This is an optimization exercise on Yosys and OpenROAD, whose aim is small area, a short achievable clock period and few clock cycles per item, not a production implementation.
RTL that was checked went through simulation tests only; none was proved equivalent to the original.
Only the layout flow was run in runs 1 to 3; the RTL was not checked for function there.
Power figures rest on the tool's default switching activity, not on a simulated workload.

$ cat flow/run.sh
#!/bin/bash
# Standard ORFS layout, but with the smallest buffer on every port.
set -euo pipefail
export BUFFER_PORTS_ARGS="-buffer_cell sky130_fd_sc_hd__buf_1"
bash standard.sh > standard.log 2>&1
$ cat standard.sh
#!/bin/bash
# synth_recipe.tcl (not shown) runs the flow's synth.tcl, then flattens the netlist and writes it again
# the make line also repeats each setting of config.mk as NAME=value (left out here)
make -C /OpenROAD-flow-scripts/flow DESIGN_CONFIG=/design/flow/config.mk WORK_HOME=/design/flow/orfs CLKGATE_MAP_FILE= SYNTH_SCRIPT=/design/flow/synth_recipe.tcl "${@:-finish}"
$ cat config.mk
export PLATFORM = sky130hd
export DESIGN_NAME = magma
export DESIGN_NICKNAME = magma
export VERILOG_FILES = /design/flow/design.v
export SDC_FILE = /design/flow/constraint.sdc
export NUM_CORES = 4
export LEC_CHECK = 0
export CAP_MARGIN = 20
export CORE_MARGIN = 2
export CORE_UTILIZATION = 55
export SETUP_SLACK_MARGIN = 4.5
export SLEW_MARGIN = 20
$ cat constraint.sdc
create_clock -name core_clock -period 8.0 [get_ports {clk}]
set_input_delay 1.6000 -clock core_clock [delete_from_list [all_inputs] [get_ports {clk}]]
set_output_delay 1.6000 -clock core_clock [all_outputs]
set_load 0.01 [all_outputs]
$ cat design.v
module magma (
    input  wire         clk,
    input  wire         reset_,
    input  wire         start,
    input  wire [63:0]  data_in,
    input  wire [255:0] key,
    input  wire         encr_decr,
    output wire [63:0]  data_out,
    output reg          done
);
    reg  [31:0] left, right;    
    reg  [31:0] rkey;           
    reg  [4:0]  round;          
    reg         busy;
    reg         en_de;          
    wire [31:0] sum = right + rkey;
    reg  [31:0] sub;
    always @* begin
        case (sum[3:0])
            4'h0: sub[3:0] = 4'hC; 4'h1: sub[3:0] = 4'h4; 4'h2: sub[3:0] = 4'h6; 4'h3: sub[3:0] = 4'h2;
            4'h4: sub[3:0] = 4'hA; 4'h5: sub[3:0] = 4'h5; 4'h6: sub[3:0] = 4'hB; 4'h7: sub[3:0] = 4'h9;
            4'h8: sub[3:0] = 4'hE; 4'h9: sub[3:0] = 4'h8; 4'hA: sub[3:0] = 4'hD; 4'hB: sub[3:0] = 4'h7;
            4'hC: sub[3:0] = 4'h0; 4'hD: sub[3:0] = 4'h3; 4'hE: sub[3:0] = 4'hF; default: sub[3:0] = 4'h1;
        endcase
        case (sum[7:4])
            4'h0: sub[7:4] = 4'h6; 4'h1: sub[7:4] = 4'h8; 4'h2: sub[7:4] = 4'h2; 4'h3: sub[7:4] = 4'h3;
            4'h4: sub[7:4] = 4'h9; 4'h5: sub[7:4] = 4'hA; 4'h6: sub[7:4] = 4'h5; 4'h7: sub[7:4] = 4'hC;
            4'h8: sub[7:4] = 4'h1; 4'h9: sub[7:4] = 4'hE; 4'hA: sub[7:4] = 4'h4; 4'hB: sub[7:4] = 4'h7;
            4'hC: sub[7:4] = 4'hB; 4'hD: sub[7:4] = 4'hD; 4'hE: sub[7:4] = 4'h0; default: sub[7:4] = 4'hF;
        endcase
        case (sum[11:8])
            4'h0: sub[11:8] = 4'hB; 4'h1: sub[11:8] = 4'h3; 4'h2: sub[11:8] = 4'h5; 4'h3: sub[11:8] = 4'h8;
            4'h4: sub[11:8] = 4'h2; 4'h5: sub[11:8] = 4'hF; 4'h6: sub[11:8] = 4'hA; 4'h7: sub[11:8] = 4'hD;
            4'h8: sub[11:8] = 4'hE; 4'h9: sub[11:8] = 4'h1; 4'hA: sub[11:8] = 4'h7; 4'hB: sub[11:8] = 4'h4;
            4'hC: sub[11:8] = 4'hC; 4'hD: sub[11:8] = 4'h9; 4'hE: sub[11:8] = 4'h6; default: sub[11:8] = 4'h0;
        endcase
        case (sum[15:12])
            4'h0: sub[15:12] = 4'hC; 4'h1: sub[15:12] = 4'h8; 4'h2: sub[15:12] = 4'h2; 4'h3: sub[15:12] = 4'h1;
            4'h4: sub[15:12] = 4'hD; 4'h5: sub[15:12] = 4'h4; 4'h6: sub[15:12] = 4'hF; 4'h7: sub[15:12] = 4'h6;
            4'h8: sub[15:12] = 4'h7; 4'h9: sub[15:12] = 4'h0; 4'hA: sub[15:12] = 4'hA; 4'hB: sub[15:12] = 4'h5;
            4'hC: sub[15:12] = 4'h3; 4'hD: sub[15:12] = 4'hE; 4'hE: sub[15:12] = 4'h9; default: sub[15:12] = 4'hB;
        endcase
        case (sum[19:16])
            4'h0: sub[19:16] = 4'h7; 4'h1: sub[19:16] = 4'hF; 4'h2: sub[19:16] = 4'h5; 4'h3: sub[19:16] = 4'hA;
            4'h4: sub[19:16] = 4'h8; 4'h5: sub[19:16] = 4'h1; 4'h6: sub[19:16] = 4'h6; 4'h7: sub[19:16] = 4'hD;
            4'h8: sub[19:16] = 4'h0; 4'h9: sub[19:16] = 4'h9; 4'hA: sub[19:16] = 4'h3; 4'hB: sub[19:16] = 4'hE;
            4'hC: sub[19:16] = 4'hB; 4'hD: sub[19:16] = 4'h4; 4'hE: sub[19:16] = 4'h2; default: sub[19:16] = 4'hC;
        endcase
        case (sum[23:20])
            4'h0: sub[23:20] = 4'h5; 4'h1: sub[23:20] = 4'hD; 4'h2: sub[23:20] = 4'hF; 4'h3: sub[23:20] = 4'h6;
            4'h4: sub[23:20] = 4'h9; 4'h5: sub[23:20] = 4'h2; 4'h6: sub[23:20] = 4'hC; 4'h7: sub[23:20] = 4'hA;
            4'h8: sub[23:20] = 4'hB; 4'h9: sub[23:20] = 4'h7; 4'hA: sub[23:20] = 4'h8; 4'hB: sub[23:20] = 4'h1;
            4'hC: sub[23:20] = 4'h4; 4'hD: sub[23:20] = 4'h3; 4'hE: sub[23:20] = 4'hE; default: sub[23:20] = 4'h0;
        endcase
        case (sum[27:24])
            4'h0: sub[27:24] = 4'h8; 4'h1: sub[27:24] = 4'hE; 4'h2: sub[27:24] = 4'h2; 4'h3: sub[27:24] = 4'h5;
            4'h4: sub[27:24] = 4'h6; 4'h5: sub[27:24] = 4'h9; 4'h6: sub[27:24] = 4'h1; 4'h7: sub[27:24] = 4'hC;
            4'h8: sub[27:24] = 4'hF; 4'h9: sub[27:24] = 4'h4; 4'hA: sub[27:24] = 4'hB; 4'hB: sub[27:24] = 4'h0;
            4'hC: sub[27:24] = 4'hD; 4'hD: sub[27:24] = 4'hA; 4'hE: sub[27:24] = 4'h3; default: sub[27:24] = 4'h7;
        endcase
        case (sum[31:28])
            4'h0: sub[31:28] = 4'h1; 4'h1: sub[31:28] = 4'h7; 4'h2: sub[31:28] = 4'hE; 4'h3: sub[31:28] = 4'hD;
            4'h4: sub[31:28] = 4'h0; 4'h5: sub[31:28] = 4'h5; 4'h6: sub[31:28] = 4'h8; 4'h7: sub[31:28] = 4'h3;
            4'h8: sub[31:28] = 4'h4; 4'h9: sub[31:28] = 4'hF; 4'hA: sub[31:28] = 4'hA; 4'hB: sub[31:28] = 4'h6;
            4'hC: sub[31:28] = 4'h9; 4'hD: sub[31:28] = 4'hC; 4'hE: sub[31:28] = 4'hB; default: sub[31:28] = 4'h2;
        endcase
    end
    wire [31:0] fout = {sub[20:0], sub[31:21]};    
    wire [4:0] nround = round + 5'd1;
    wire       rev    = en_de ? (nround[4:3] == 2'b11) : (nround[4:3] != 2'b00);
    wire [2:0] idx    = rev ? ~nround[2:0] : nround[2:0];
    always @(posedge clk)
        rkey <= start ? key[255:224] : key[255 - 32 * idx -: 32];
    always @(posedge clk)
        if (start) begin
            left  <= data_in[63:32];
            right <= data_in[31:0];
        end else if (busy) begin
            left  <= right;
            right <= left ^ fout;
        end
    assign data_out = {right, left};
    always @(posedge clk)
        if (start) begin
            round <= 5'd0;
            en_de <= encr_decr;
        end else if (busy)
            round <= round + 5'd1;
    always @(posedge clk or negedge reset_)
        if (~reset_) begin
            busy <= 1'b0;
            done <= 1'b0;
        end else if (start) begin
            busy <= 1'b1;
            done <= 1'b0;
        end else if (busy && round == 5'd31) begin
            busy <= 1'b0;
            done <= 1'b1;
        end
endmodule
==> results.json, run 1 <==
{
  "root_buffer": "clkbuf_16",
  "setup_viol": 0,
  "place_hpwl_microns": 25380,
  "ys_async_sr_fraction": 0.01923,
  "numCtsBuffers": 9,
  "pre_cts_ws_ns": 3.726,
  "path_cells": "ha_4, buf_4, a21oi_1, o21a_2, o2bb2ai_1, or3_1, a31oi_2, xnor2_2, inv_2, ha_2, nor2_1, mux4_2, xor2_1, o21ai_1",
  "cts_max_level": 3,
  "syn-num-nets": 1427,
  "crit_slowest_cell": "edfxtp_1",
  "irDropWorstVdd_mv": 0.2731,
  "synth-compound-area-share": 0.1948,
  "grt_util_all_layers": 0.3522,
  "yosysTopAreaCell": "edfxtp_1",
  "final_area_sq_mm": 0.01270,
  "synthAdderAreaFrac": 0.09497,
  "clockBufferDepth": 2,
  "yosys-top-cells-area": "edfxtp_1 20%, mux4_2 10%, ha_1 9.2%",
  "cts_tree": "built",
  "yosys_warnings": 1,
  "max_stage_delay_ns": 0.47,
  "pin_count": 389,
  "cp-start-kind": "flip-flop",
  "core_area_sq_mm": 0.01712,
  "power_mw": 6.692,
  "layout_common_cells": "387 x buf_1, 141 x nand2_1, 100 x a21oi_1",
  "overflow": 0,
  "max_freq_mhz": 276.1,
  "post_drt_wl_per_cell_microns": 20.73,
  "cp_data_required_time_ns": 8.09,
  "synth_top_area_share": 0.2043,
  "antenna_found_initial": 2,
  "muxShareOfSynthArea": 0.1764,
  "period_needed_ns": 3.622,
  "place_inst": 1585,
  "grt_max_degree": 81,
  "end_kind": "flip-flop",
  "clock_latency_ns": 0.37,
  "yosys_most_used_dff": "edfxtp_1",
  "die_x_microns": 135.8,
  "synth_xor_area_frac": 0.06445,
  "hold_viol": 0,
  "worst_slack_ns": 4.378,
  "rows": 48,
  "drv_cap": 0,
  "slew_headroom": 0.4231,
  "fin_cells": 1672,
  "wl_microns": 34670,
  "layout_commonest_cell": "buf_1",
  "num-fill-cells": 1334,
  "arrival_ns": 3.71,
  "rsz0062_at_grt": "true",
  "leakage_nw": 4.858,
  "cts_sinks": 104,
  "io_buffers": 388,
  "clk_pin_slew_ns": 0.08,
  "cp_top_family": "compound AO/OA/AOI/OAI gates",
  "area_growth_pct": 32.96,
  "postRouteAntennaNets": 0,
  "syn_avg_cell_area_sq_um": 9.255,
  "drt_pass1_iterations": 5,
  "fin_nets": 1833,
  "synth_edf_count": 65,
  "regToRegSetupSlack_ns": 4.38,
  "synth_area_sq_mm": 0.009552,
  "drc": 0,
  "crit_type": "reg -> reg",
  "slew_viol_final": 0,
  "dieArea_sq_mm": 0.01844,
  "place_area_sq_mm": 0.01109,
  "synth_seq_cells": 104,
  "fin_skew_ns": 0.01542,
  "grt_pass1_wl_microns": 49340,
  "ctsHoldBuffers": 0,
  "worstHoldPathType": "reg -> reg",
  "synthSimpleGateAreaFrac": 0.1348,
  "powerDensity_mw_per_mm2": 526.9,
  "drt-initial-drc-count": 1082,
  "synth.yosys.seq_area_share": 0.2871,
  "path_buf_inv": 2,
  "status": "complete, no violations",
  "place.gp.congestion": 0.9808,
  "grt_pass1_vias": 8936,
  "fin_crit_sh": 0.4527,
  "synth_cells": 1032,
  "synth_top_family_by_area": "compound AO/OA/AOI/OAI gates",
  "start_util": 0.5580,
  "finalSetupTns_ns": 0,
  "tightest_slew_ns": 0.8653,
  "worstPathMaxFanout": 5,
  "post_drt_via_cell_ratio": 6.026,
  "dr_total_vias": 10080,
  "drive_gt1_frac": 0.2141,
  "die_y_microns": 135.8,
  "ys_types": 79
}
-- sequential cells by signal (all words and copies together), names as in the netlist --
| signal | flops |
|---|---|
| busy | 1 |
| right | 32 |
| done | 1 |
| left | 32 |
| en_de | 1 |
| rkey | 32 |
| round | 5 |
-- routing by layer --
metal | wire length, microns | part of all wire | vias up | global-route usage
li1 | - | - | 4626 | -
met1 | 14020 | 0.40 | 4757 | 0.4816
met2 | 16510 | 0.48 | 594 | 0.5657
met3 | 2831 | 0.082 | 98 | 0.05013
met4 | 1307 | 0.038 | 0 | 0.1389
met5 | 0 | 0 | - | 0
-- cells in the mapped netlist (3+ instances only) --
library cell  count
inv_1            43
dfxtp_1          37
nor2_1           66
a211oi_1         12
xnor2_2           3
nand4_1           9
edfxtp_1         65
nand2b_1          5
o21ai_0          31
o21ai_2           3
a21o_1           13
nor2b_1           6
o211ai_1          6
and3_1            5
nor3b_1           3
mux4_2           43
o21a_1            5
buf_2            14
nand3_1          12
ha_1             70
mux2i_1          21
and2_1            4
mux2_2           44
xnor2_1          33
o21bai_1          6
or3_1             4
a22oi_1           3
nor3_1            7
a31oi_1           4
buf_4             4
a211oi_2          4
o21ai_1          37
or2_2             4
a221oi_1         31
a21oi_1         104
nand2_1         144
xor2_1           28
and4_1            5
clkbuf_1         45
-- cells by family after synthesis --
| kind of cell | Yosys count |
|---|---|
| flops | 104 |
| compound gates | 285 |
| buf+inv | 110 |
| simple gates | 286 |
| xor+xnor | 66 |
| fa+ha+maj | 72 |
| mux | 109 |
-- metrics by stage --
| step | util | hold slack (ns) |
|---|---|---|
| 2_1_floorplan | - | 0.4672 |
| 3_3_place_gp | 0.6480 | 0.4955 |
| 3_5_place_dp | 0.6480 | 0.4922 |
| 4_1_cts | 0.7065 | 0.5122 |
| 5_1_grt | 0.7417 | 0.5675 |
| 6_report | 0.7420 | 0.5303 |
-- path summary, 6_finish.rpt --
| kind | startpoint | cells after the start | end |
|---|---|---|---|
| worst max-delay path | right[9] | 14 | right[7] |
| worst min-delay path | round[4] | 2 | round[4] |
| max in group asynchronous | reset_ | 1 | done |
| worst max register to register | right[9] | 14 | right[7] |
| worst min register to register | round[4] | 2 | round[4] |
| min in group asynchronous | reset_ | 1 | busy |
-- area by class of cell --
type	count	area [sq um]	share of cell area
clock buffer	11	254.0	0.02000
clock inverter	5	36.28	0.002857
timing repair buffer	461	2095	0.1649
tap	225	281.5	0.02217
multi-input combinational	818	7111	0.5599
sequential	104	2748	0.2164
inverter	44	165.2	0.01300
antenna	4	10.01	0.0007882
-- worst reg2reg max path, delay by kind of cell, from the launching register on --
family | cells | cell delay [ns]
AOI/OAI and AO/OA | 5 | 0.79
adders and majority gates | 2 | 0.52
DFF | 1 | 0.47
and+or+nand+nor | 2 | 0.47
muxes | 1 | 0.47
buffers and inverters | 2 | 0.31
xor gates and xnor gates | 2 | 0.31
-- timing repair --
action,CTS,global route
cloned,2,1
gates resized for setup,70,72
pin swaps,26,50
setup endpoints to repair,52,54
buffers inserted,36,28
-- power by group --
part | internal, mW | total (mW) | switching (mW)
clock network | 0.232 | 0.450 | 0.217
logic | 2.49 | 5.21 | 2.72
registers | 0.832 | 1.04 | 0.203
==> inputs of run 2 (changes only) <==
--- a/config.mk
+++ b/config.mk
@@ -8,5 +8,6 @@
 export CAP_MARGIN = 20
 export CORE_MARGIN = 2
 export CORE_UTILIZATION = 55
-export SETUP_SLACK_MARGIN = 4.5
+export CTS_BUF_LIST = sky130_fd_sc_hd__clkbuf_4 sky130_fd_sc_hd__clkbuf_8
+export SETUP_SLACK_MARGIN = 3.5
 export SLEW_MARGIN = 20
==> run 2 against run 1 <==
Final cell count is 4.0% lower; maximum frequency is 9.2% lower; register-to-register slack worse by 0.37 ns; synthesized area stayed put; largest cell class unchanged; highest routed layer unchanged; global-route usage is 0.88 points lower; core utilization is 8.2 points lower; critical path depth stayed put; via count is 6.6% lower; setup slack worse by 0.37 ns; critical path type unchanged; still clean on timing, DRC and antenna; clock-buffer cell count stayed put; first-iteration DRC count is 36% lower.
==> results.json, run 2 <==
{
  "yosys_most_used_dff": "edfxtp_1",
  "drv_cap": 0,
  "post-synth-top-count-cell": "nand2_1",
  "overflow": 0,
  "yosys-top-cells-area": "edfxtp_1 20%, mux4_2 10%, ha_1 9.2%",
  "place_area_sq_mm": 0.01109,
  "fin_nets": 1768,
  "syn-num-nets": 1427,
  "cts_sinks": 104,
  "top_layer_used": "met4",
  "cts_tree": "built",
  "place_hpwl_microns": 25990,
  "period_needed_ns": 3.990,
  "reg2regPathDepth": 14,
  "cp-start-kind": "flip-flop",
  "slew_headroom": 0.3463,
  "powerDensity_mw_per_mm2": 489.7,
  "worstPathMaxFanout": 6,
  "setup_viol": 0,
  "synth_seq_cells": 104,
  "synth_area_sq_mm": 0.009552,
  "end_kind": "flip-flop",
  "area_growth_pct": 18.21,
  "numCtsBuffers": 9,
  "grt_util_all_layers": 0.3435,
  "irDropWorstVdd_mv": 0.2506,
  "ys_async_sr_fraction": 0.01923,
  "r2r_start": "right[0]",
  "cts_max_level": 3,
  "fin_skew_ns": 0.01891,
  "holdWs_ns": 0.5122,
  "yosys_warnings": 1,
  "ctsHoldBuffers": 0,
  "drive_gt1_frac": 0.1067,
  "rows": 48,
  "grt_max_degree": 76,
  "antenna_found_initial": 2,
  "clk_pin_slew_ns": 0.11,
  "clock_latency_ns": 0.40,
  "dieArea_sq_mm": 0.01844,
  "drc": 0,
  "yosysTopAreaCell": "edfxtp_1",
  "fin_crit_sh": 0.4987,
  "syn_avg_cell_area_sq_um": 9.255,
  "max_freq_mhz": 250.6,
  "finalSetupTns_ns": 0,
  "status": "complete, no violations",
  "layout_common_cells": "387 x buf_1, 144 x nand2_1, 104 x a21oi_1",
  "worst_slack_ns": 4.010,
  "clockBufferDepth": 2,
  "arrival_ns": 4.14,
  "cp_data_required_time_ns": 8.15,
  "root_buffer": "clkbuf_8",
  "layout_commonest_cell": "buf_1",
  "holdPathEnd": "done",
  "fin_util": 0.6596,
  "min_from": "done",
  "pin_count": 389,
  "regToRegSetupSlack_ns": 4.01,
  "post_drt_via_cell_ratio": 5.864,
  "postRouteAntennaNets": 0,
  "crit_type": "reg -> reg",
  "worstHoldPathType": "reg -> reg",
  "pre_cts_ws_ns": 4.083,
  "synth_top_area_share": 0.2043,
  "synth_edf_count": 65,
  "io_buffers": 388,
  "startpoint": "right[0]",
  "route.met3.wl_microns": 2282,
  "whs_path_depth": 2,
  "drt_pass1_iterations": 7,
  "wl_met2_microns": 15380,
  "routedLengthMet1_microns": 13880,
  "place.gp.congestion": 0.9635,
  "reg_top3": "left (32), right (32), rkey (32)",
  "start_util": 0.5580,
  "grt_pass1_vias": 8492,
  "tightest_slew_ns": 0.9806,
  "synth_commonest_cells": "144 x nand2_1, 104 x a21oi_1, 70 x ha_1, 66 x nor2_1, 65 x edfxtp_1",
  "grt_pass1_wl_microns": 47640,
  "slew_viol_final": 0,
  "drt-initial-drc-count": 688,
  "post_drt_wl_per_cell_microns": 19.99,
  "rsz0062_at_grt": "false",
  "num-fill-cells": 1582,
  "synth.yosys.seq_area_share": 0.2871,
  "hold_viol": 0,
  "die_y_microns": 135.8,
  "rr_endpoint": "right[27]",
  "leakage_nw": 4.336,
  "synth_cells": 1032,
  "dr_total_vias": 9411,
  "wl_microns": 32090,
  "ys_types": 79,
  "cts_setup_buffers": 0,
  "die_x_microns": 135.8,
  "core_area_sq_mm": 0.01712,
  "post_cts_resized": 0,
  "final_area_sq_mm": 0.01129
}
==> run 2: cell counts after synthesis <==
No cell type changed its count.
==> run 2: stage by stage <==
step,power (mW),std cells
after floorplan,4.201,1032
after global placement,5.074,1587
after detailed placement,5.151,1587
after CTS,5.516,1603
after global routing,6.040,1605
final,5.529,1605
==> run 2: area by class of cell <==
| class | count | area, sq um | area share |
|---|---|---|---|
| Multi-Input combinational cell | 818 | 6381 | 0.5652 |
| Sequential cell | 104 | 2743 | 0.2429 |
| Timing Repair Buffer | 396 | 1520 | 0.1346 |
| Tap cell | 225 | 281.5 | 0.02493 |
| Inverter | 44 | 165.2 | 0.01463 |
| Clock buffer | 11 | 138.9 | 0.01230 |
| Clock inverter | 5 | 56.30 | 0.004987 |
| Antenna cell | 2 | 5.005 | 0.0004433 |
==> run 2: logic make-up (layout without fill, tap and decap cells) <==
logic type      count (synthesis)  after routing  share of synthesized area
flops                         104            104                     0.2871
xor+xnor                       66             66                    0.06445
compound gates                285            285                     0.1948
mux                           109            109                     0.1764
fa+ha+maj                      72             72                    0.09497
buf+inv                       110            456                    0.04742
simple gates                  286            286                     0.1348
other cells                     0              2                          0
==> run 2: worst max-delay path: stages, from the launching register on <==
cell	delay [ns]
edfxtp_1	0.39
ha_1	0.23
inv_1	0.08
fa_1	0.42
nor2b_1	0.27
o21ai_2	0.14
a21o_1	0.22
o21ai_2	0.20
a21oi_1	0.11
xnor2_1	0.41
inv_1	0.18
ha_1	0.21
mux4_2	0.47
xor2_1	0.15
mux2_2	0.25
==> run 2: worst max-delay path by stage <==
| stage | to |
|---|---|
| 6_report | right[27] |
| 5_1_grt | right[27] |
| 4_1_cts | right[27] |
| 3_5_place_dp | right[27] |
| 3_3_place_gp | right[7] |
| 2_1_floorplan | right[27] |
==> run 2: per-layer routing <==
| layer | track usage | up-vias |
|---|---|---|
| met5 | 0 | - |
| met4 | 0.09028 | 0 |
| met1 | 0.4789 | 4486 |
| li1 | - | 4488 |
| met2 | 0.5637 | 403 |
| met3 | 0.04789 | 34 |
==> run 2: report_power, final <==
| part | switching, mW | internal (mW) |
|---|---|---|
| clock network | 0.193 | 0.152 |
| logic | 2.36 | 1.83 |
| registers | 0.164 | 0.830 |
| total | 2.72 | 2.81 |
==> inputs of run 3 (changes only) <==
==> flow/run.sh (replaced) <==
#!/bin/bash
# Standard ORFS layout, but with the smallest buffer on every port and
# no half/full-adder cell extraction in synthesis.
set -euo pipefail
export BUFFER_PORTS_ARGS="-buffer_cell sky130_fd_sc_hd__buf_1"
bash standard.sh ADDER_MAP_FILE= > standard.log 2>&1
--- a/config.mk
+++ b/config.mk
@@ -8,6 +8,5 @@
 export CAP_MARGIN = 20
 export CORE_MARGIN = 2
 export CORE_UTILIZATION = 55
-export CTS_BUF_LIST = sky130_fd_sc_hd__clkbuf_4 sky130_fd_sc_hd__clkbuf_8
-export SETUP_SLACK_MARGIN = 3.5
+export SETUP_SLACK_MARGIN = 4.5
 export SLEW_MARGIN = 20
==> run 3 against run 2 <==
Still clean on timing, DRC and antenna; sequential share of layout area down 2.3 points; synthesized cell count up 18%; register-to-register slack better by 0.19 ns; first-iteration DRC count up 42%; combinational power up 3%; global-route usage up 3.4 points; cell area up 11%; maximum frequency up 5.0%; clock skew down 0.0063 ns; largest cell class unchanged; highest routed layer is now met5.
==> results.json, run 3 <==
{
  "status": "complete, no violations",
  "slew_viol_final": 0,
  "start_util": 0.5582,
  "slew_headroom": 0.4071,
  "synth_area_sq_mm": 0.009588,
  "postRouteAntennaNets": 0,
  "die_x_microns": 136.0,
  "seq_power_share": 0.186,
  "pwr-share-comb": 0.731,
  "clockBufferDepth": 2,
  "p_sw_frac": 0.4933,
  "cts_tree": "built",
  "synth_top_area_share": 0.2036,
  "rows": 48,
  "yosys-top-cells-area": "edfxtp_1 20%, nand2_1 10%, dfxtp_1 7.7%",
  "place.gp.congestion": 1.026,
  "startpoint": "right[12]",
  "drv_cap": 0,
  "yosys_most_used_dff": "edfxtp_1",
  "die_y_microns": 136.0,
  "fin_crit_sh": 0.4751,
  "pin_count": 389,
  "cp_data_required_time_ns": 8.12,
  "post_drt_wl_per_cell_microns": 20.46,
  "finalSetupTns_ns": 0,
  "dieArea_sq_mm": 0.01850,
  "antenna_found_initial": 3,
  "leakage_nw": 4.678,
  "grt_util_all_layers": 0.3771,
  "clock_latency_ns": 0.37,
  "min_from": "done",
  "ys_async_sr_fraction": 0.01923,
  "worstPathMaxFanout": 6,
  "place_hpwl_microns": 27750,
  "ys_types": 92,
  "setup_viol": 0,
  "r2r_start": "right[12]",
  "end_kind": "flip-flop",
  "fin_skew_ns": 0.01263,
  "cts_max_level": 3,
  "max_freq_mhz": 263.1,
  "syn_avg_cell_area_sq_um": 7.846,
  "crit_type": "reg -> reg",
  "overflow": 0,
  "arrival_ns": 3.92,
  "rsz0062_at_grt": "true",
  "post-synth-top-count-cell": "nand2_1",
  "wl_microns": 37700,
  "drt_pass1_iterations": 6,
  "synth_seq_cells": 104,
  "internal-power_mw": 3.003,
  "synth_edf_count": 65,
  "post_drt_via_cell_ratio": 6.091,
  "holdPathEnd": "done",
  "reg_top3": "left (32), right (32), rkey (32)",
  "power.share.clock": 0.084,
  "holdWs_ns": 0.5435,
  "root_buffer": "clkbuf_16",
  "tightest_slew_ns": 0.8830,
  "synth_commonest_cells": "262 x nand2_1, 107 x o21ai_0, 67 x a21oi_1, 66 x clkbuf_1, 65 x edfxtp_1",
  "period_needed_ns": 3.801,
  "synth_cells": 1222,
  "regToRegSetupSlack_ns": 4.20,
  "yosysTopAreaCell": "edfxtp_1",
  "drc": 0,
  "grt_pass1_wl_microns": 53360,
  "core_area_sq_mm": 0.01718,
  "irDropWorstVdd_mv": 0.3013,
  "io_buffers": 388,
  "layout_commonest_cell": "buf_1",
  "numCtsBuffers": 9,
  "cts_sinks": 104,
  "dr_total_vias": 11230,
  "whs_path_depth": 2,
  "synth.yosys.seq_area_share": 0.2860,
  "worstHoldPathType": "reg -> reg",
  "syn-num-nets": 1546,
  "p_sw_mw": 2.923,
  "area_growth_pct": 30.26,
  "layout_common_cells": "387 x buf_1, 262 x nand2_1, 102 x o21ai_0",
  "cp-start-kind": "flip-flop",
  "hold_viol": 0,
  "grt_max_degree": 83,
  "clk_pin_slew_ns": 0.08,
  "fin_nets": 1934,
  "powerDensity_mw_per_mm2": 474.5,
  "ctsHoldBuffers": 0,
  "rr_endpoint": "right[10]",
  "reg2regPathDepth": 14,
  "drt-initial-drc-count": 974,
  "grt_pass1_vias": 9992,
  "drive_gt1_frac": 0.1467,
  "yosys_warnings": 1
}
[run 3: worst max-delay path, cell delays in order, from the launching register on]
cell and delay (ns):
edfxtp_1 0.49, buf_4 0.20, xor2_2 0.22, and2_2 0.24, nand3_2 0.07, a211o_1 0.32, a21o_4 0.28, o2111ai_2 0.13
nand3_2 0.19, a311oi_4 0.36, buf_4 0.19, o21a_1 0.18, o221ai_1 0.20, a311oi_1 0.39, nor3_1 0.10
[run 3: worst max-delay path by stage]
stage,endpoint,cells after the start
floorplan,right[5],13
global placement,right[28],8
detailed placement,right[27],12
CTS,right[5],12
global route,right[10],13
finish,right[10],14
[run 3: layout make-up]
| class | count | area, sq um |
|---|---|---|
| Tap cell | 225 | 281.5 |
| Fill cell | 1400 | 4687 |
| Clock buffer | 9 | 225.2 |
| Inverter | 18 | 67.56 |
| Sequential cell | 104 | 2746 |
| Clock inverter | 7 | 101.3 |
| Antenna cell | 3 | 7.507 |
| Multi-Input combinational cell | 1022 | 7071 |
| Timing Repair Buffer | 455 | 1989 |
[run 3: what timing repair did]
| action | 4_1_cts | 5_1_grt |
|---|---|---|
| endpoints found under the setup margin | 25 | 47 |
| gates cloned | 0 | 2 |
| gates resized for setup | 60 | 40 |
| pin swaps | 27 | 14 |
| setup buffers | 45 | 14 |
[run 3: power groups by stage]
stage	Combinational (mW)	Sequential, mW	Clock (mW)
final	4.33	1.10	0.496
after global routing	4.64	1.11	0.515
after CTS	3.91	1.09	0.495
after detailed placement	3.33	1.12	0
after global placement	3.26	1.11	0
after floorplan	2.61	1.05	0
[run 3: cells by family after synthesis]
| kind of cell | synth area share |
|---|---|
| xor+xnor | 0.09578 |
| buf+inv | 0.04293 |
| mux | 0.08965 |
| fa+ha+maj | 0.01918 |
| compound gates | 0.2241 |
| simple gates | 0.2423 |
| flops | 0.2860 |
[run 3: through the flow]
step | cells | utilization | worst slack [ns] | area, sq um | power (mW)
6_report | 1843 | 0.7271 | 4.199 | 12490 | 5.926
5_1_grt | 1842 | 0.7270 | 4.185 | 12490 | 6.264
4_1_cts | 1824 | 0.7067 | 4.350 | 12140 | 5.497
3_5_place_dp | 1763 | 0.6486 | 3.990 | 11140 | 4.457
3_3_place_gp | 1763 | 0.6486 | 4.122 | 11140 | 4.377
2_1_floorplan | 1222 | - | 4.328 | 9658 | 3.666
[run 3: per-layer routing]
metal	share of wire	GRT usage	up-vias
met4	0.037	0.1447	2
met3	0.10	0.07010	103
met1	0.41	0.5170	5212
li1	-	-	5230
met2	0.46	0.5902	678
met5	0.00029	0	-
==> inputs of run 4 (changes only) <==
--- a/design.v
+++ b/design.v
@@ -66,11 +66,12 @@
         endcase
     end
     wire [31:0] fout = {sub[20:0], sub[31:21]};    
-    wire [4:0] nround = round + 5'd1;
-    wire       rev    = en_de ? (nround[4:3] == 2'b11) : (nround[4:3] != 2'b00);
+    wire [4:0] nround = start ? 5'd0 : round + 5'd1;
+    wire       nenc   = start ? encr_decr : en_de;
+    wire       rev    = nenc ? (nround[4:3] == 2'b11) : (nround[4:3] != 2'b00);
     wire [2:0] idx    = rev ? ~nround[2:0] : nround[2:0];
     always @(posedge clk)
-        rkey <= start ? key[255:224] : key[255 - 32 * idx -: 32];
+        rkey <= key[255 - 32 * idx -: 32];
     always @(posedge clk)
         if (start) begin
             left  <= data_in[63:32];
==> run.sh (new file) <==
#!/bin/bash
# synth_recipe.tcl (not shown) runs the flow's synth.tcl, then flattens the netlist and writes it again
# the make line also repeats each setting of config.mk as NAME=value (left out here)
make -C /OpenROAD-flow-scripts/flow DESIGN_CONFIG=/design/flow/config.mk WORK_HOME=/design/flow/orfs CLKGATE_MAP_FILE= SYNTH_SCRIPT=/design/flow/synth_recipe.tcl finish
--- a/config.mk
+++ b/config.mk
@@ -7,6 +7,5 @@
 export LEC_CHECK = 0
 export CAP_MARGIN = 20
 export CORE_MARGIN = 2
-export CORE_UTILIZATION = 55
-export SETUP_SLACK_MARGIN = 4.5
+export CORE_UTILIZATION = 40
 export SLEW_MARGIN = 20
removed: flow/run.sh
removed: standard.sh
==> run 4 against run 3 <==
Still clean on timing, DRC and antenna; global-route usage shrank 11 points; register-to-register slack got worse by 0.77 ns; worst hold slack lost 0.031 ns; sequential share of layout area down 2.6 points; final cell count fell by 9.2%; setup slack lost 1.1 ns; first-iteration DRC count down 34%; wire length decreased by 8.2%; non-clock buffer count shrank 60; largest power group unchanged.
==> results.json, run 4 <==
{
  "ys_async_sr_fraction": 0.01923,
  "clockBufferDepth": 2,
  "finalSetupTns_ns": 0,
  "end_kind": "flip-flop",
  "numCtsBuffers": 9,
  "layout_common_cells": "387 x clkdlybuf4s50_1, 103 x a21oi_1, 82 x mux2_2",
  "power.share.clock": 0.079,
  "antenna_found_initial": 3,
  "io_buffers": 388,
  "cts_tree": "built",
  "cts_sinks": 104,
  "overflow": 0,
  "drc": 0,
  "cts_max_level": 3,
  "grt_util_all_layers": 0.2657,
  "die_y_microns": 159.6,
  "area_growth_pct": 45.80,
  "slew_viol_final": 0,
  "tightest_slew_ns": 1.041,
  "syn_avg_cell_area_sq_um": 9.689,
  "yosysTopAreaCell": "edfxtp_1",
  "post_drt_via_cell_ratio": 5.444,
  "fin_crit_sh": 0.6095,
  "post_drt_wl_per_cell_microns": 20.68,
  "grt_pass1_vias": 9002,
  "layout_commonest_cell": "clkdlybuf4s50_1",
  "postRouteAntennaNets": 0,
  "seq_power_share": 0.182,
  "final_area_sq_mm": 0.01411,
  "period_needed_ns": 4.876,
  "synth_commonest_cells": "103 x a21oi_1, 82 x mux2_2, 71 x ha_1, 70 x nor2_1, 64 x edfxtp_1",
  "clock_latency_ns": 0.37,
  "syn-num-nets": 1395,
  "wl_microns": 34600,
  "worstPathMaxFanout": 63,
  "die_x_microns": 159.6,
  "fin_nets": 1742,
  "worstHoldPathType": "reg -> reg",
  "drt-initial-drc-count": 641,
  "root_buffer": "clkbuf_16",
  "rsz0062_at_grt": "false",
  "post_cts_resized": 0,
  "grt_pass1_wl_microns": 52270,
  "p_sw_mw": 2.615,
  "yosys_most_used_dff": "edfxtp_1",
  "hold_viol": 0,
  "place_hpwl_microns": 28270,
  "slew_headroom": 0.3053,
  "place.gp.congestion": 0.9211,
  "power_mw": 5.712,
  "max_freq_mhz": 205.1,
  "clk_pin_slew_ns": 0.08,
  "synth_cells": 999,
  "powerDensity_mw_per_mm2": 404.7,
  "cts_setup_buffers": 0,
  "regToRegSetupSlack_ns": 3.43,
  "rows": 56,
  "internal-power_mw": 3.096,
  "cp-start-kind": "input pin",
  "drt_pass1_iterations": 5,
  "crit_type": "in -> reg",
  "synth.yosys.seq_area_share": 0.2823,
  "ys_types": 75,
  "p_sw_frac": 0.4579,
  "pin_count": 389,
  "drv_cap": 0,
  "post-synth-top-count-cell": "a21oi_1",
  "irDropWorstVdd_mv": 0.1841,
  "status": "complete, no violations",
  "fin_skew_ns": 0.01420,
  "setup_viol": 0,
  "synth_seq_cells": 104,
  "arrival_ns": 5.18,
  "leakage_nw": 5.563,
  "dieArea_sq_mm": 0.02546,
  "grt_max_degree": 82,
  "ctsHoldBuffers": 0,
  "synth_top_area_share": 0.1986,
  "yosys_warnings": 1,
  "place_area_sq_mm": 0.01381,
  "synth_edf_count": 64,
  "dr_total_vias": 9108,
  "pwr-share-comb": 0.739,
  "start_util": 0.4099,
  "yosys-top-cells-area": "edfxtp_1 20%, mux2_2 9.5%, mux4_2 9.5%",
  "core_area_sq_mm": 0.02361,
  "drive_gt1_frac": 0.1221,
  "reg_top3": "left (32), right (32), rkey (32)",
  "synth_area_sq_mm": 0.009679,
  "cp_data_required_time_ns": 8.30
}
run 4: cell count changes after synthesis, sizes merged, moves of 23 or more:
cell,previous run,this run
nand2,262,63
ha,0,71
o21ai,110,44
mux2,39,83
mux4,0,41
a21oi,67,105
a311oi,37,0
a22o,0,32
and3,42,11
nor3b,2,33
clkbuf,69,44
xor2,49,26
run 4: per-layer routing:
layer,up-vias,global-route usage,share of wire
met3,46,0.04480,0.060
met1,4273,0.3304,0.41
met5,-,0,0
met4,0,0.07521,0.023
met2,329,0.4730,0.50
li1,4460,-,-
run 4: worst max-delay path: stages:
cell	delay, ns
buf_2	0.10
inv_1	0.74
nand2_4	0.51
ha_4	0.35
xnor2_2	0.14
buf_4	0.53
inv_1	0.18
nor3_2	0.42
buf_4	0.39
a22o_1	0.20
run 4: worst paths after layout:
kind,start,to,cells after the start
max,start,rkey[21],10
min,done,done,2
max reg2reg,right[0],right[7],17
min reg2reg,done,done,2
max in group asynchronous,reset_,done,1
min in group asynchronous,reset_,busy,1
run 4: cells by family (layout without fill, tap and decap cells):
logic type / Yosys count / after routing / share of synthesized area
flip-flops: 104 / 104 / 0.2823
AND/OR/NAND/NOR: 263 / 263 / 0.1390
multiplexers: 149 / 149 / 0.2182
XOR/XNOR: 64 / 64 / 0.05791
AO/OA/AOI/OAI: 253 / 253 / 0.1702
buffers and inverters: 93 / 445 / 0.03749
adder cells (fa/ha/maj): 73 / 73 / 0.09488
other: 0 / 3 / 0
run 4: power groups by stage:
stage          clock, mW  sequential (mW)  combinational (mW)
2_1_floorplan          0             1.01                3.04
3_3_place_gp           0             1.05                4.13
3_5_place_dp           0             1.05                4.21
4_1_cts            0.459             1.04                4.24
5_1_grt            0.483             1.06                4.68
6_report           0.451             1.04                4.22
run 4: layout make-up:
| type | count | area (sq um) |
|---|---|---|
| fillers | 2069 | 9500 |
| multi-input cells | 802 | 6624 |
| repair buffers | 395 | 3931 |
| flip-flops and latches | 104 | 2733 |
| well taps | 319 | 399.1 |
| clock buffers | 10 | 229.0 |
| inverters | 34 | 127.6 |
| clock inverters | 6 | 61.31 |
| diodes | 3 | 7.507 |
run 4: metrics by stage:
| step | hold slack (ns) | util | instances | setup WS, ns |
|---|---|---|---|---|
| after global routing | 0.5414 | 0.5977 | 1673 | 2.825 |
| after detailed placement | 0.4968 | 0.5850 | 1654 | 2.703 |
| after floorplan | 0.4604 | - | 999 | 3.663 |
| after CTS | 0.5157 | 0.5973 | 1670 | 3.079 |
| final | 0.5129 | 0.5977 | 1673 | 3.124 |
| after global placement | 0.4840 | 0.5850 | 1654 | 2.814 |
Testbench counts of run 4, summed over its fixed seeds: cycles 13,056, items 384.

-- re-timing with driven ports --
Ports are ideal in the flow. The routed layouts listed here were re-timed in OpenROAD. Step 1 sets driving cells, clkbuf_16 on the clock port and buf_2 on the other inputs (assumed; they add their load-dependent delay and slew). Step 2 times the ports against the registers' clock, not the clock port: input delays grow and output delays shrink by t, the midpoint of the rising clock arrivals with the driver on. a / b / c = ideal / step 1 / step 2; a / b = the first two.
| run | t, ns | setup slack, ns | hold slack, ns | slew at the worst register clock pin (ns) | cell pins on the clock port's net |
|---|---|---|---|---|---|
| run 1 | 0.408 | 4.378 / 4.378 / 4.362 | 0.530 / 0.530 / 0.530 | 0.08 / 0.08 | 1 |
| run 2 | 0.438 | 4.010 / 4.010 / 4.010 | 0.512 / 0.512 / 0.512 | 0.11 / 0.11 | 1 |
| run 3 | 0.412 | 4.199 / 4.199 / 4.186 | 0.543 / 0.543 / 0.543 | 0.08 / 0.08 | 1 |
| run 4 | 0.406 | 3.124 / 3.143 / 2.737 | 0.513 / 0.513 / 0.513 | 0.09 / 0.09 | 1 |
After both steps every run listed still meets setup and hold. For run 4, which loses most, drivers alone change the setup slack by +0.019 ns; drivers and shift together by -0.387 ns.
